Background: an optimization exercise with open tools, aiming at small area, a short achievable clock period and few clock cycles. Do not read the settings as production practice. At most, simulation tests tie the RTL to the original design; equivalence was not proved. Power figures rest on the tool's default switching activity, not on a simulated workload.

## try-violet
// std_fp_smult_pipe
module std_fp_smult_pipe #(
    parameter WIDTH = 32,
    parameter INT_WIDTH = 16,
    parameter FRAC_WIDTH = 16
) (
    input  [WIDTH-1:0]              left,
    input  [WIDTH-1:0]              right,
    input  logic                    reset,
    input  logic                    go,
    input  logic                    clk,
    output logic [WIDTH-1:0]        out,
    output logic                    done
);
Size in the first run: roughly 1,800 cells after synthesis, roughly 81 flip-flops, about 100 I/O pins, ~0.020 mm² of cells after synthesis.
export LEC_CHECK = 0
export CAP_MARGIN = 20
export CORE_MARGIN = 2
export CORE_UTILIZATION = 40
export SETUP_SLACK_MARGIN = 2.5
export SLEW_MARGIN = 20
export SYNTH_HIERARCHICAL = 1
create_clock -name core_clock -period 7.5 [get_ports {clk}]
standard.sh (not shown) runs the stock make flow with config.mk's settings and CLKGATE_MAP_FILE= SYNTH_SCRIPT=/design/flow/synth_recipe.tcl, a recipe that flattens the netlist after the stock synthesis.
==> flow/flow/run.sh <==
#!/bin/bash
# Layout flow: the standard ORFS flow (standard.sh, unchanged synthesis),
# with extra ORFS variables from flow/extra.env (port buffer cell choice and
# timing-repair options). Each tool's full output is in orfs/logs/...; the
# make output is in standard.log.
set -euo pipefail
here=$(pwd)
set -a
source "$here/flow/extra.env"
set +a
bash "$here/standard.sh" > "$here/standard.log" 2>&1
==> flow/flow/extra.env <==
BUFFER_PORTS_ARGS="-buffer_cell sky130_fd_sc_hd__buf_4"
try-violet closes out successfully: all stages finished, all timing, DRC and antenna checks passed.
Testbench counts of try-violet, summed over its fixed seeds: cycles 4,008.
> inputs changed (try-violet -> try-delta)
- a change of SETUP_SLACK_MARGIN from 2.5 to 2.75
## What came out
Going from try-violet to try-delta, instance area after placement ~0 delta; sequential share of layout area -0.40 points; power +5.5%.
Input-level comparison between try-ember and try-delta:
- a change of SETUP_SLACK_MARGIN from 2.75 to 2.5
- a change of CORE_UTILIZATION from 40 to 55
==> flow/flow/extra.env <==
BUFFER_PORTS_ARGS="-buffer_cell sky130_fd_sc_hd__buf_2"
## What came out
- try-ember: flow completed, timing, DRC and antenna clean
- Higher post-route clock period utilization among try-ember and try-delta: try-ember
- Between try-ember and try-delta, the initial antenna violation count is higher for try-delta.
- Diff try-ember and try-delta: static power due to leakage lower in try-ember
- Going from try-delta to try-ember, minimum clock period after layout rose 0.075 ns; final cell area excluding filler cells fell about 6%.
- From try-delta to try-ember the numbers moved as follows: setup TNS stayed essentially flat, total power after layout fell by about 8%, fraction of the yosys area taken by sequential cells stayed essentially flat.
- try-ember ended up with a higher via-per-instance ratio than try-delta did.
- try-ember ended with less area growth from synthesis to layout than try-delta.
> inputs changed (try-ember -> try-tundra)
- CTS_CLUSTER_SIZE newly set to 30
- CTS_BUF_LIST newly set to sky130_fd_sc_hd__clkbuf_8
- CORE_UTILIZATION changed from 55 to 40
==> flow/flow/extra.env <==
BUFFER_PORTS_ARGS="-buffer_cell sky130_fd_sc_hd__buf_4"
### Flow results
try-ember completed end to end with timing, DRC and antenna clean.
Every stage of the flow completed for try-tundra, and the final layout passed the timing, DRC and antenna checks.
right[21] as the critical path startpoint was reported by try-tundra, and left[5] by try-ember.
try-tundra and try-ember ended up with nearly the same area added between synthesis and finish.
From try-ember to try-tundra the numbers moved as follows: layout clock buffer count down 1; critical path required time up 0.04 ns.

* * *

== P ==
Starting RTL as in the previous note.
// std_fp_smult_pipe
module std_fp_smult_pipe #(
    parameter WIDTH = 32,
    parameter INT_WIDTH = 16,
    parameter FRAC_WIDTH = 16
) (
    input  [WIDTH-1:0]              left,
    input  [WIDTH-1:0]              right,
    input  logic                    reset,
    input  logic                    go,
    input  logic                    clk,
    output logic [WIDTH-1:0]        out,
    output logic                    done
);
export LEC_CHECK = 0
export CAP_MARGIN = 20
export CORE_MARGIN = 2
export CORE_UTILIZATION = 40
export SETUP_SLACK_MARGIN = 2.5
export SLEW_MARGIN = 20
export SYNTH_HIERARCHICAL = 1
create_clock -name core_clock -period 7.5 [get_ports {clk}]
==> flow/flow/extra.env <==
BUFFER_PORTS_ARGS="-buffer_cell sky130_fd_sc_hd__buf_2"
SETUP_MOVE_SEQUENCE="unbuffer,sizeup,swap,vt_swap"
Scripts as last shown in full above: flow/flow/run.sh
Both conditions hold for P: the flow ran to the end and the final layout passed the timing, DRC and antenna checks.
Testbench counts of P, summed over its fixed seeds: cycles 4,008.
The following lists how Q was set up differently from P:
- SETUP_SLACK_MARGIN removed (was 2.5)
==> flow/flow/run.sh <==
#!/bin/bash
# Layout flow: the standard ORFS flow (standard.sh, unchanged synthesis),
# run stage by stage with extra ORFS variables from flow/extra.env: the port
# buffer cell and the setup-repair margin of each stage (MARGIN_FP for the
# floorplan sizing, MARGIN_CTS after clock-tree synthesis, MARGIN_GRT after
# global routing). Each tool's full output is in orfs/logs/...; the make output
# of each stage is in standard_<stage>.log.
set -euo pipefail
here=$(pwd)
set -a
source "$here/flow/extra.env"
set +a
SETUP_SLACK_MARGIN=$MARGIN_FP bash "$here/standard.sh" synth > "$here/standard_synth.log" 2>&1
SETUP_SLACK_MARGIN=$MARGIN_FP bash "$here/standard.sh" floorplan > "$here/standard_floorplan.log" 2>&1
SETUP_SLACK_MARGIN=$MARGIN_CTS bash "$here/standard.sh" place > "$here/standard_place.log" 2>&1
SETUP_SLACK_MARGIN=$MARGIN_CTS bash "$here/standard.sh" cts > "$here/standard_cts.log" 2>&1
SETUP_SLACK_MARGIN=$MARGIN_GRT bash "$here/standard.sh" finish > "$here/standard_finish.log" 2>&1
==> flow/flow/extra.env <==
BUFFER_PORTS_ARGS="-buffer_cell sky130_fd_sc_hd__buf_2"
MARGIN_FP=3.5
MARGIN_CTS=2.5
MARGIN_GRT=2.5
Notes after the runs:
Taking P as the reference point, the critical path data required time of Q falls by 1.79 ns.
Fraction of power consumed by the clock network was higher in Q than in P.
Amount of wire on met3 after detailed routing, Q vs P: up by more than 10%
Measured against Q, the post-detailed-routing wire length of P comes out at 0.922 times the reference value.
Note that the power in the clock group recorded for P amounts to 0.895 times the value seen in Q.
Compared with P, in Q starting utilization of the core area essentially unchanged; first-pass GRT wire length increased 4800 µm.
In the flow results for Q and P, the non-clock buffer contribution to total cell area is smaller on P.
In the tables for Q and P, worst hold slack reads lower with Q.
#### Input delta (R over Q)
- putting SETUP_SLACK_MARGIN at 2.5 where nothing was set
==> flow/flow/run.sh <==
#!/bin/bash
# Layout flow: the standard ORFS flow (standard.sh, unchanged synthesis),
# with extra ORFS variables from flow/extra.env (port buffer cell choice and
# timing-repair options). Each tool's full output is in orfs/logs/...; the
# make output is in standard.log.
set -euo pipefail
here=$(pwd)
set -a
source "$here/flow/extra.env"
set +a
bash "$here/standard.sh" > "$here/standard.log" 2>&1
==> flow/flow/extra.env <==
BUFFER_PORTS_ARGS="-buffer_cell sky130_fd_sc_hd__buf_2"
### Flow results
- R: all stages complete, timing, DRC and antenna checks passed
- For R, the startpoint of the most critical setup path was right[21], unlike Q, where it was r30_0.
- Taking Q as the reference, in R combinational share of power now larger, post-detailed-route wirelength per cell now smaller, reported net switching power decreased by 3.0% relative to the old numbers.
- Relative to Q, routed wire length decreased by about 2.6% in R.
- R falls short of Q in worst setup slack.
- Row number of buffers outside the clock class in the layout: R higher / Q lower
- From Q to R the numbers moved as follows: design area has decreased; total chip power decreased by about 3% relative to the old numbers; final critical delay including setup and external delays up 0.040 ns; top fanout value on the critical path now larger; global-route wire length before repair moved down.
### R -> S
- GPL_TIMING_DRIVEN: unset -> 0
==> flow/flow/extra.env <==
BUFFER_PORTS_ARGS="-buffer_cell sky130_fd_sc_hd__buf_4"
==> comparison <==
In the metrics for R and S, the one carrying the higher largest fanout on the critical path is S.
Global-route usage: R and S compared, lower one is S
Summary of S over R: synthesized instance count did not really move, clock share of power went down, power after layout went up, share of cell area taken by flip-flops and latches went down, cell count went up.
Lower wire length of the first global-routing pass was reported by S, not R.
Comparing layout overhead on the synthesized area for R and S, the smaller number came from R.

* * *

std_fp_smult_pipe, a different RTL version from the one above (not shown whole).
Size in the first run: ~1,800 cells after synthesis, about 81 flip-flops, about 100 I/O pins, about 21,000 um^2 of cells after synthesis.
Settings: LEC_CHECK=0, CAP_MARGIN=20, CORE_MARGIN=2, CORE_UTILIZATION=40, SETUP_SLACK_MARGIN=2.0, SLEW_MARGIN=20, SYNTH_HIERARCHICAL=1; clock period 7.5 ns.
==> flow/flow/run.sh <==
#!/bin/bash
# Layout flow: the standard ORFS flow (standard.sh, unchanged synthesis),
# with extra ORFS variables from flow/extra.env (port buffer cell choice and
# timing-repair options). Each tool's full output is in orfs/logs/...; the
# make output is in standard.log.
set -euo pipefail
here=$(pwd)
set -a
source "$here/flow/extra.env"
set +a
bash "$here/standard.sh" > "$here/standard.log" 2>&1
==> flow/flow/extra.env <==
BUFFER_PORTS_ARGS="-buffer_cell sky130_fd_sc_hd__buf_2"
Testbench counts at the start, summed over its fixed seeds: cycles 4,008.
Next try:
- SETUP_SLACK_MARGIN: 2.0 -> 2.5
What happened: Worst setup slack gains 0.33 ns. Clock-buffer cell count is higher by 1. Synthesized cell count does not change. Routed wire length grows by 6.9%. Total power climbs by 8.1%. Hold slack improves by 0.015 ns. Synthesized area is unchanged. Critical path depth goes down by 2.
Next try:
- SETUP_SLACK_MARGIN: 2.5 -> 3.0
Power came out higher by roughly a tenth.
Clock power climbs by roughly a tenth.
Worst hold slack degrades by 0.018 ns.
Worst setup slack is better by 0.089 ns.
Global-route usage goes up by 3.6 points.
Final cell count went up by a few percent.
Clock-buffer cell count is unchanged.
Utilization is higher by 5.6 points.
Maximum frequency came out higher slightly.
Area after synthesis is unchanged.
Next try:
==> flow/run.sh (new file) <==
#!/bin/bash
# synth_recipe.tcl (not shown) runs the flow's synth.tcl, then flattens the netlist and writes it again
# the make line also repeats each setting of config.mk as NAME=value (left out here)
make -C /OpenROAD-flow-scripts/flow DESIGN_CONFIG=/design/flow/config.mk WORK_HOME=/design/flow/orfs CLKGATE_MAP_FILE= SYNTH_SCRIPT=/design/flow/synth_recipe.tcl finish
- SETUP_SLACK_MARGIN: 3.0 -> unset
removed: flow/flow/run.sh
removed: flow/flow/extra.env
removed: flow/standard.sh
The changed run finished with timing, DRC and antenna clean.
Worst setup slack loses 1.1 ns.
Die area is unchanged.
Fmax fell by 18%.
Design area falls by 13%.
Combinational power shrinks by about 10%.
Final cell count went down by 5.2%.
Utilization went down by 7.0 points.
Sequential cell count is unchanged.
Count of clock-buffer cells in the layout went up by 2.
Wire length drops by 17%.
Synthesized area stays the same.
Next try:
- SETUP_SLACK_MARGIN: unset -> 3.0
- The changed run passed the timing, DRC and antenna checks
- critical path depth is unchanged
- die area stays the same
- via count rises by about a fifth
- fmax goes up by about a fifth
- global-route usage rose by 6.6 points
- setup slack gains 1.0 ns
- total power rises by a quarter to a third
- cell count grows by roughly a tenth
- non-clock buffer count climbs by 251
- sequential share of layout area went down by 1.3 points

* * *

RTL: one of the versions met above, not the one the previous note started from.
For scale: roughly 1800 cells after synthesis, roughly 81 flip-flops, roughly 20000 um2 of cells after synthesis.
export LEC_CHECK = 0
export ABC_CLOCK_PERIOD_IN_PS = 2500
export CAP_MARGIN = 20
export CORE_MARGIN = 2
export CORE_UTILIZATION = 40
export SETUP_SLACK_MARGIN = 2.5
export SLEW_MARGIN = 20
export SYNTH_HIERARCHICAL = 1
create_clock -name core_clock -period 7.5 [get_ports {clk}]
==> flow/flow/run.sh <==
#!/bin/bash
# Layout flow: the standard ORFS flow (standard.sh, unchanged synthesis),
# with extra ORFS variables from flow/extra.env (port buffer cell choice and
# timing-repair options). Each tool's full output is in orfs/logs/...; the
# make output is in standard.log.
set -euo pipefail
here=$(pwd)
set -a
source "$here/flow/extra.env"
set +a
bash "$here/standard.sh" > "$here/standard.log" 2>&1
==> flow/flow/extra.env <==
BUFFER_PORTS_ARGS="-buffer_cell sky130_fd_sc_hd__buf_2"
The first run went through all stages and came out clean.
Testbench counts at the start, summed over its fixed seeds: cycles 4,008.
Change:
ABC_CLOCK_PERIOD_IN_PS = not set   (was 2500)
SETUP_SLACK_MARGIN = 2.75   (was 2.5)
Result:
- The changed run completed without violations
- flip-flop and latch count is unchanged
- via count goes up by about 3%
- non-clock buffer count climbs by 7
- synthesized cell count does not change
- global-route usage increases by 1.1 points
Change:
==> flow/flow/extra.env (replaced) <==
BUFFER_PORTS_ARGS="-buffer_cell sky130_fd_sc_hd__buf_4"
PLACE_DENSITY = 0.8   (was not set)
SETUP_SLACK_MARGIN = 2.5   (was 2.75)
=> The changed run completed with no timing, DRC or antenna violations. Sequential share of layout area grows by 0.17 points. Clock power shrinks by about a fifth. Utilization shrinks by 1.1 points. Final area shrinks by a few percent. Sequential power barely changes. Critical path depth shrinks by 2. Hold slack gains 18 ps. Count of clock-buffer cells in the layout is unchanged. Global-route usage shrinks by 3.0 points. Setup slack loses 51 ps.
Change:
==> flow/flow/extra.env (replaced) <==
BUFFER_PORTS_ARGS="-buffer_cell sky130_fd_sc_hd__buf_2"
CAP_MARGIN = 5   (was 20)
PLACE_DENSITY = not set   (was 0.8)
SLEW_MARGIN = 5   (was 20)
Result:
- The changed run ran to the end with no violations
- worst hold slack got worse by 5.7 ps
- design area stays flat
- routed wire length increases by 6.5%

* * *

## build 4
std_fp_smult_pipe, a different RTL version from the one above (not shown whole).
For scale: roughly 1,800 cells after synthesis, ~100 I/O pins, about 21,000 µm² of cells after synthesis.
==> flow/config.mk <==
export PLATFORM = sky130hd
export DESIGN_NAME = std_fp_smult_pipe
export DESIGN_NICKNAME = std_fp_smult_pipe
export VERILOG_FILES = /design/flow/design.v
export SDC_FILE = /design/flow/constraint.sdc
export NUM_CORES = 4
export LEC_CHECK = 0
export CAP_MARGIN = 20
export CORE_MARGIN = 2
export CORE_UTILIZATION = 40
export SETUP_SLACK_MARGIN = 2.75
export SLEW_MARGIN = 20
export SYNTH_HIERARCHICAL = 1
==> flow/constraint.sdc <==
create_clock -name core_clock -period 7.5 [get_ports {clk}]
set_input_delay 1.5000 -clock core_clock [delete_from_list [all_inputs] [get_ports {clk}]]
set_output_delay 1.5000 -clock core_clock [all_outputs]
set_load 0.01 [all_outputs]
==> flow/flow/extra.env <==
BUFFER_PORTS_ARGS="-buffer_cell sky130_fd_sc_hd__buf_4"
Scripts as last shown in full above: flow/flow/run.sh
Build 4 was carried through to the last stage, and its layout satisfied the timing, DRC and antenna checks.
Edits applied to the flow inputs when going from build 4 to trial 84:
- SETUP_SLACK_MARGIN: 2.75 -> 2.5
==> flow/flow/extra.env <==
BUFFER_PORTS_ARGS="-buffer_cell sky130_fd_sc_hd__buf_2"
[summary]
| final cell count | build 4 vs trial 84 | ≈ equal |. Taking build 4 as the reference, in trial 84 clock period minus final worst setup slack shrank by 0.037 ns, synthesis-to-layout area growth went down, combinational share of power has decreased, transition time of the tightest slew-check pin shows an increase of 0.39 ns, highest cell delay on the worst timing path decreased 0.02 ns. In trial 84, the cell depth of the worst setup path came out 2 below the value in build 4. Relative to build 4, the final cell area reported for trial 84 is lower. The final period utilization in trial 84 sits 0.50 points below the value recorded for build 4. Sequential share of layout area: trial 84 higher than build 4.
No functional check of the RTL was part of any run of this note.

* * *

std_fp_smult_pipe with an RTL version that a note above also has.
Size: about 1800 cells after synthesis, roughly 100 I/O pins, roughly 21000 µm² of cells after synthesis.
export LEC_CHECK = 0
export CAP_MARGIN = 20
export CORE_MARGIN = 2
export CORE_UTILIZATION = 40
export SETUP_SLACK_MARGIN = 2.0
export SLEW_MARGIN = 20
export SYNTH_HIERARCHICAL = 1
create_clock -name core_clock -period 7.5 [get_ports {clk}]
run.sh (not shown) runs the stock make flow with config.mk's settings and CLKGATE_MAP_FILE= SYNTH_SCRIPT=/design/flow/synth_recipe.tcl, a recipe that flattens the netlist after the stock synthesis.
Stock flow here: none of the scripts above is used.
Testbench counts at the start, summed over its fixed seeds: cycles 4,008.
Then changed:
SETUP_SLACK_MARGIN = 4.0   (was 2.0)
Outcome: The changed run produced a clean layout; final cell count increases by 10%; synthesized area stays the same; via count grows by 16%; clock power rose by 11%; synthesized cell count is unchanged; clock-buffer cell count decreases by 2; global-route usage came out higher by 8.3 points; sequential cell count is unchanged; final area goes up by 24%; setup slack improves by 440 ps; wire length climbs by 31%.

## what the ideal ports hide
The flow's constraints put no driver on any port. The routed layouts listed below were extracted and timed again, unchanged, in two steps.
Step 1, drivers: a clkbuf_16 drives clk and a buf_2 each remaining input, both assumed.
Step 2 also shifts input and output timing later by t, the mid clock arrival at the registers, as if the neighbouring blocks saw the same clock.
a / b / c = ideal ports / drivers / drivers and shift; a / b = the first two.
| run | shift t [ns] | setup slack, ns | slew at the worst register clock pin (ns) | worst data-port slew with drivers (ns) |
|---|---|---|---|---|
| try-violet | 0.441 | 2.537 / 2.516 / 2.075 | 0.08 / 0.08 | 0.20 |
| try-delta | 0.441 | 2.573 / 2.518 / 2.203 | 0.09 / 0.09 | 0.26 |
| try-ember | 0.431 | 2.498 / 2.449 / 2.101 | 0.07 / 0.07 | 0.07 |
| try-tundra | 0.490 | 2.515 / 2.482 / 2.015 | 0.12 / 0.12 | 0.09 |
| P | 0.438 | 2.337 / 2.368 / 1.931 | 0.08 / 0.08 | 0.10 |
| Q | 0.446 | 2.545 / 2.483 / 2.158 | 0.08 / 0.08 | 0.07 |
| R | 0.438 | 2.505 / 2.507 / 2.069 | 0.08 / 0.08 | 0.10 |
| S | 0.438 | 2.541 / 2.441 / 2.003 | 0.08 / 0.08 | 0.20 |
| the first run of note 3 | 0.434 | 2.119 / 2.153 / 1.720 | 0.08 / 0.08 | 0.13 |
| the second run of note 3 | 0.424 | 2.446 / 2.393 / 2.124 | 0.08 / 0.08 | 0.09 |
| the third run of note 3 | 0.433 | 2.535 / 2.477 / 2.233 | 0.08 / 0.08 | 0.28 |
| the fourth run of note 3 | 0.432 | 1.462 / 1.406 / 1.475 | 0.08 / 0.08 | 0.11 |
| the fifth run of note 3 | 0.442 | 2.470 / 2.415 / 2.266 | 0.07 / 0.07 | 0.26 |
| the first run of note 4 | 0.438 | 2.505 / 2.507 / 2.069 | 0.08 / 0.08 | 0.10 |
| the second run of note 4 | 0.441 | 2.576 / 2.522 / 2.138 | 0.08 / 0.08 | 0.10 |
| the third run of note 4 | 0.423 | 2.526 / 2.420 / 1.997 | 0.08 / 0.08 | 0.19 |
| the fourth run of note 4 | 0.438 | 2.505 / 2.507 / 2.069 | 0.08 / 0.08 | 0.10 |
| build 4 | 0.454 | 2.443 / 2.385 / 2.214 | 0.09 / 0.09 | 0.26 |
| trial 84 | 0.457 | 2.480 / 2.421 / 2.148 | 0.09 / 0.09 | 0.09 |
| the first run of note 6 | 0.439 | 2.081 / 2.033 / 1.658 | 0.07 / 0.07 | 0.06 |
| the second run of note 6 | 0.439 | 2.518 / 2.462 / 2.251 | 0.07 / 0.07 | 0.19 |
After both steps every run listed still meets setup and hold. The setup slack of S, which loses most, moves by -0.100 ns with the drivers and by -0.538 ns with both steps.
